Context: an optimization exercise on an open-source flow, tuned for small area. The choices shown serve that exercise and are no tape-out recipe.
In this exercise RTL edits were held to simulation tests only and were not proved equivalent to the original.

red:
## xtea_top
module xtea_top(
    input clock, reset, cfg, start,
    input[127:0] data_i, key,
    output busy, ready,
    output[127:0] data_o
);
localparam [31:0] DELTA  = 32'h9E3779B9;
localparam [31:0] NDELTA = 32'h61C88647;
localparam [31:0] DSUM0  = 32'hC6EF3720;
reg busy_r, busyn_r, ready_r;
reg enc;
reg [4:0] t;
reg [6:0] P;
reg [127:0] R;       
reg [127:0] K;       
reg [1:0] c1, c2;    
reg [2:0] ck;        
assign busy = busy_r;
assign ready = ready_r;
assign data_o = R;
wire b  = busy_r;
wire bn = busyn_r;
wire pol = ~t[0];
wire last  = (t == 5'd31);
wire first = (t == 5'd0);
wire p65   = P[6] & P[0];
wire endp  = enc ? (P[6] & P[1]) : p65;
wire copy  = p65 | (enc ? (P[6] & P[1]) : (P == 7'd0));
wire fin   = P[6] & (P[1] | P[0] | ~enc);
wire [5:0] r = P[6:1];
localparam [65:0] SE = 66'h2c6b16c5b16c1b06c;
localparam [65:0] SD = 66'he4390e5394e53a4e;
wire [1:0] selb = enc ? SE[2*r +: 2] : SD[2*r +: 2];
wire [1:0] sela = enc ? r[1:0] : {r[1] ^ r[0], r[0]};
  ...
clock: 10.0 ns
lec_check: 0
abc_area: 1
cap_margin: 20
core_margin: 2
core_utilization: 40
slew_margin: 20
standard.sh (not shown) runs the stock make flow with config.mk's settings and CLKGATE_MAP_FILE= SYNTH_SCRIPT=/design/flow/synth_recipe.tcl, a recipe that flattens the netlist after the stock synthesis.
==> flow/flow/run.sh <==
#!/bin/bash
# Standard ORFS layout (the standard.sh, standard synthesis unchanged) with
# smaller port buffers and a lighter clock tree.
set -euo pipefail
export BUFFER_PORTS_ARGS="-buffer_cell sky130_fd_sc_hd__buf_1"
export CTS_ARGS="-sink_clustering_enable -repair_clock_nets -dont_use_dummy_load -buf_list sky130_fd_sc_hd__clkbuf_4 -root_buf sky130_fd_sc_hd__clkbuf_4 -sink_clustering_size 10 -sink_clustering_max_diameter 50"
bash standard.sh > standard.log 2>&1
Input changes introduced in blue (baseline for comparison: red):
-- flow/flow/run.sh --
<<< red, line 6
export CTS_ARGS="-sink_clustering_enable -repair_clock_nets -dont_use_dummy_load -buf_list sky130_fd_sc_hd__clkbuf_4 -root_buf sky130_fd_sc_hd__clkbuf_4 -sink_clustering_size 10 -sink_clustering_max_diameter 50"
>>> blue, line 6
export CTS_ARGS="-sink_clustering_enable -repair_clock_nets -dont_use_dummy_load -buf_list sky130_fd_sc_hd__clkbuf_8 -root_buf sky130_fd_sc_hd__clkbuf_8 -sink_clustering_size 18 -sink_clustering_max_diameter 60"
--- outcome ---
Relative to red, depth of the most critical reg-to-reg path has increased by 2 in blue.
Going from red to blue, the design area was found to have gone up by 0.39%.
Going from red to blue, number of nets with antenna violations after routing has remained practically unchanged; wire length of the first global-routing pass has decreased; count of buffering cells on the critical path with inverters included has increased; met2 usage has decreased; register-to-register slack has increased.
Status: area share of and/or/nand/nor cells after synthesis parity (blue, red)
Relative to red, the total of clock buffers placed in the layout measured on blue has decreased by more than a quarter.
The faster design of the two is blue; red tops out lower.

Another version of the RTL of xtea_top (not shown whole).
For scale: roughly 800 cells after synthesis, about 390 I/O pins.
==> flow/design.v (excerpt) <==
module xtea_top(
    input clock, reset, cfg, start,
    input[127:0] data_i, key,
    output busy, ready,
    output[127:0] data_o
);
localparam [31:0] DELTA  = 32'h9E3779B9;
localparam [31:0] NDELTA = 32'h61C88647;
localparam [31:0] DSUM0  = 32'hC6EF3720;
reg busy_r, busyn_r;
reg enc;
reg [4:0] t;
reg [6:0] P;
reg [127:0] R;       
reg [127:0] K;       
reg [1:0] c1, c2;    
reg [2:0] ck;        
reg [4:0] w;         
reg [1:0] V;         
assign busy = busy_r;
assign ready = ready_r;
assign data_o = R;
wire b  = busy_r;
wire bn = busyn_r;
wire pol = ~t[0];
wire last  = &t;
wire first = ~|t;
wire ready_r = busy_r & first & P[6] & P[1] & ~(P[0] ^ enc);
wire tge4  = t[4] | t[3] | t[2];
wire tle26 = ~(t[4] & t[3] & (t[2] | (t[1] & t[0])));
wire p65   = P[6] & P[0];
wire p66   = P[6] & P[1];
wire copy  = p65 | (enc ? p66 : ~|P);
wire fin   = P[6] & (P[1] | P[0] | ~enc);
wire [5:0] r = P[6:1];
wire r4  = ~r[5] & ~r[4] & ~r[3] &  r[2] & ~r[1] & ~r[0];
wire r8  = ~r[5] & ~r[4] &  r[3] & ~r[2] & ~r[1] & ~r[0];
wire r9  = ~r[5] & ~r[4] &  r[3] & ~r[2] & ~r[1] &  r[0];
  ...
export LEC_CHECK = 0
export CAP_MARGIN = 20
export CORE_MARGIN = 2
export CORE_UTILIZATION = 70
export PLACE_DENSITY = 0.8
export SLEW_MARGIN = 20
create_clock -name core_clock -period 10.0 [get_ports {clock}]
==> flow/flow/run.sh <==
#!/bin/bash
# Standard ORFS layout (the standard.sh, standard synthesis unchanged) with
# smaller port buffers and a lighter clock tree.
set -euo pipefail
export BUFFER_PORTS_ARGS="-buffer_cell sky130_fd_sc_hd__buf_1"
export CTS_ARGS="-sink_clustering_enable -repair_clock_nets -dont_use_dummy_load -buf_list sky130_fd_sc_hd__clkbuf_4 -root_buf sky130_fd_sc_hd__clkbuf_4 -sink_clustering_size 9 -sink_clustering_max_diameter 50"
bash standard.sh > standard.log 2>&1
==> next run, changes <==
==> flow/flow/run.sh (replaced) <==
#!/bin/bash
# Standard ORFS layout (the standard.sh, standard synthesis unchanged) with
# smaller port buffers and a lighter clock tree.
set -euo pipefail
export BUFFER_PORTS_ARGS="-buffer_cell sky130_fd_sc_hd__buf_1"
export CTS_ARGS="-sink_clustering_enable -repair_clock_nets -dont_use_dummy_load -buf_list sky130_fd_sc_hd__clkbuf_4 -root_buf sky130_fd_sc_hd__clkbuf_4 -sink_clustering_size 8 -sink_clustering_max_diameter 50"
bash standard.sh > standard.log 2>&1
CORE_UTILIZATION = 40   (was 70)
PLACE_DENSITY = unset   (was 0.8)
The changed run completed with no timing, DRC or antenna violations.
Cell count climbs by a little under a tenth.
Synthesized area does not change.
First-iteration DRC count drops by well over a third.
Core utilization drops by 35 points.
Via count drops by a few percent.
Global-route usage drops by 13 points.
Routed wire length climbs by a few percent.
Non-clock buffer count drops by 1.
Flip-flop and latch count stays the same.
==> next run, changes <==
CORE_UTILIZATION = 65   (was 40)
GPL_ROUTABILITY_DRIVEN = 0   (was unset)
PLACE_DENSITY = 0.75   (was unset)
What happened:
- worst hold slack hardly moves
- synthesized area does not change
- die area falls by well over a third
- flip-flop and latch count does not change
- first-iteration DRC count rises by well over a third
- register-to-register slack improves by 0.06 ns
- non-clock buffer count rises by 2
==> next run, changes <==
==> flow/flow/run.sh (replaced) <==
#!/bin/bash
# Standard ORFS layout (the standard.sh, standard synthesis unchanged) with
# smaller port buffers and a lighter clock tree.
set -euo pipefail
export BUFFER_PORTS_ARGS="-buffer_cell sky130_fd_sc_hd__buf_1"
export CTS_ARGS="-sink_clustering_enable -repair_clock_nets -dont_use_dummy_load -buf_list sky130_fd_sc_hd__clkbuf_4 -root_buf sky130_fd_sc_hd__clkbuf_4 -sink_clustering_size 9 -sink_clustering_max_diameter 50"
bash standard.sh > standard.log 2>&1
ABC_AREA = 1   (was unset)
GPL_ROUTABILITY_DRIVEN = unset   (was 0)
Effect: Sequential share of layout area fell by 0.21 points; worst setup slack gets better by 0.028 ns; design area rose slightly; non-clock buffer count fell by 1.

==> static timing again, ports no longer ideal <==
The flow's constraints put no driver on any port. The routed layouts listed below were extracted and timed again, unchanged, in two steps.
Step 1, drivers: a clkbuf_16 drives clock and a buf_2 each remaining input, both assumed.
Step 2 moves the port delays by t, midway between the first and last clock arrival at a register: inputs arrive t later, outputs are due t later. That takes back most of the time a late clock gives input paths.
a / b / c = ideal / step 1 / step 2; a / b = the first two.
| run | shift t [ns] | setup slack, ns | hold slack, ns | slew at the worst register clock pin (ns) | worst data-port slew with drivers (ns) |
|---|---|---|---|---|---|
| red | 0.650 | 4.461 / 4.461 / 4.461 | 0.366 / 0.366 / 0.366 | 0.11 / 0.11 | 0.10 |
| blue | 0.566 | 4.511 / 4.511 / 4.511 | 0.360 / 0.360 / 0.360 | 0.11 / 0.11 | 0.08 |
| the first run of note 2 | 0.632 | 5.166 / 5.166 / 5.166 | 0.415 / 0.415 / 0.415 | 0.10 / 0.10 | 0.08 |
| the second run of note 2 | 0.655 | 5.097 / 5.097 / 5.097 | 0.404 / 0.404 / 0.404 | 0.10 / 0.10 | 0.10 |
| the third run of note 2 | 0.643 | 5.161 / 5.161 / 5.161 | 0.404 / 0.404 / 0.404 | 0.09 / 0.09 | 0.09 |
| the fourth run of note 2 | 0.639 | 5.190 / 5.190 / 5.190 | 0.392 / 0.392 / 0.392 | 0.10 / 0.10 | 0.10 |
After both steps setup and hold are still met in every run listed.
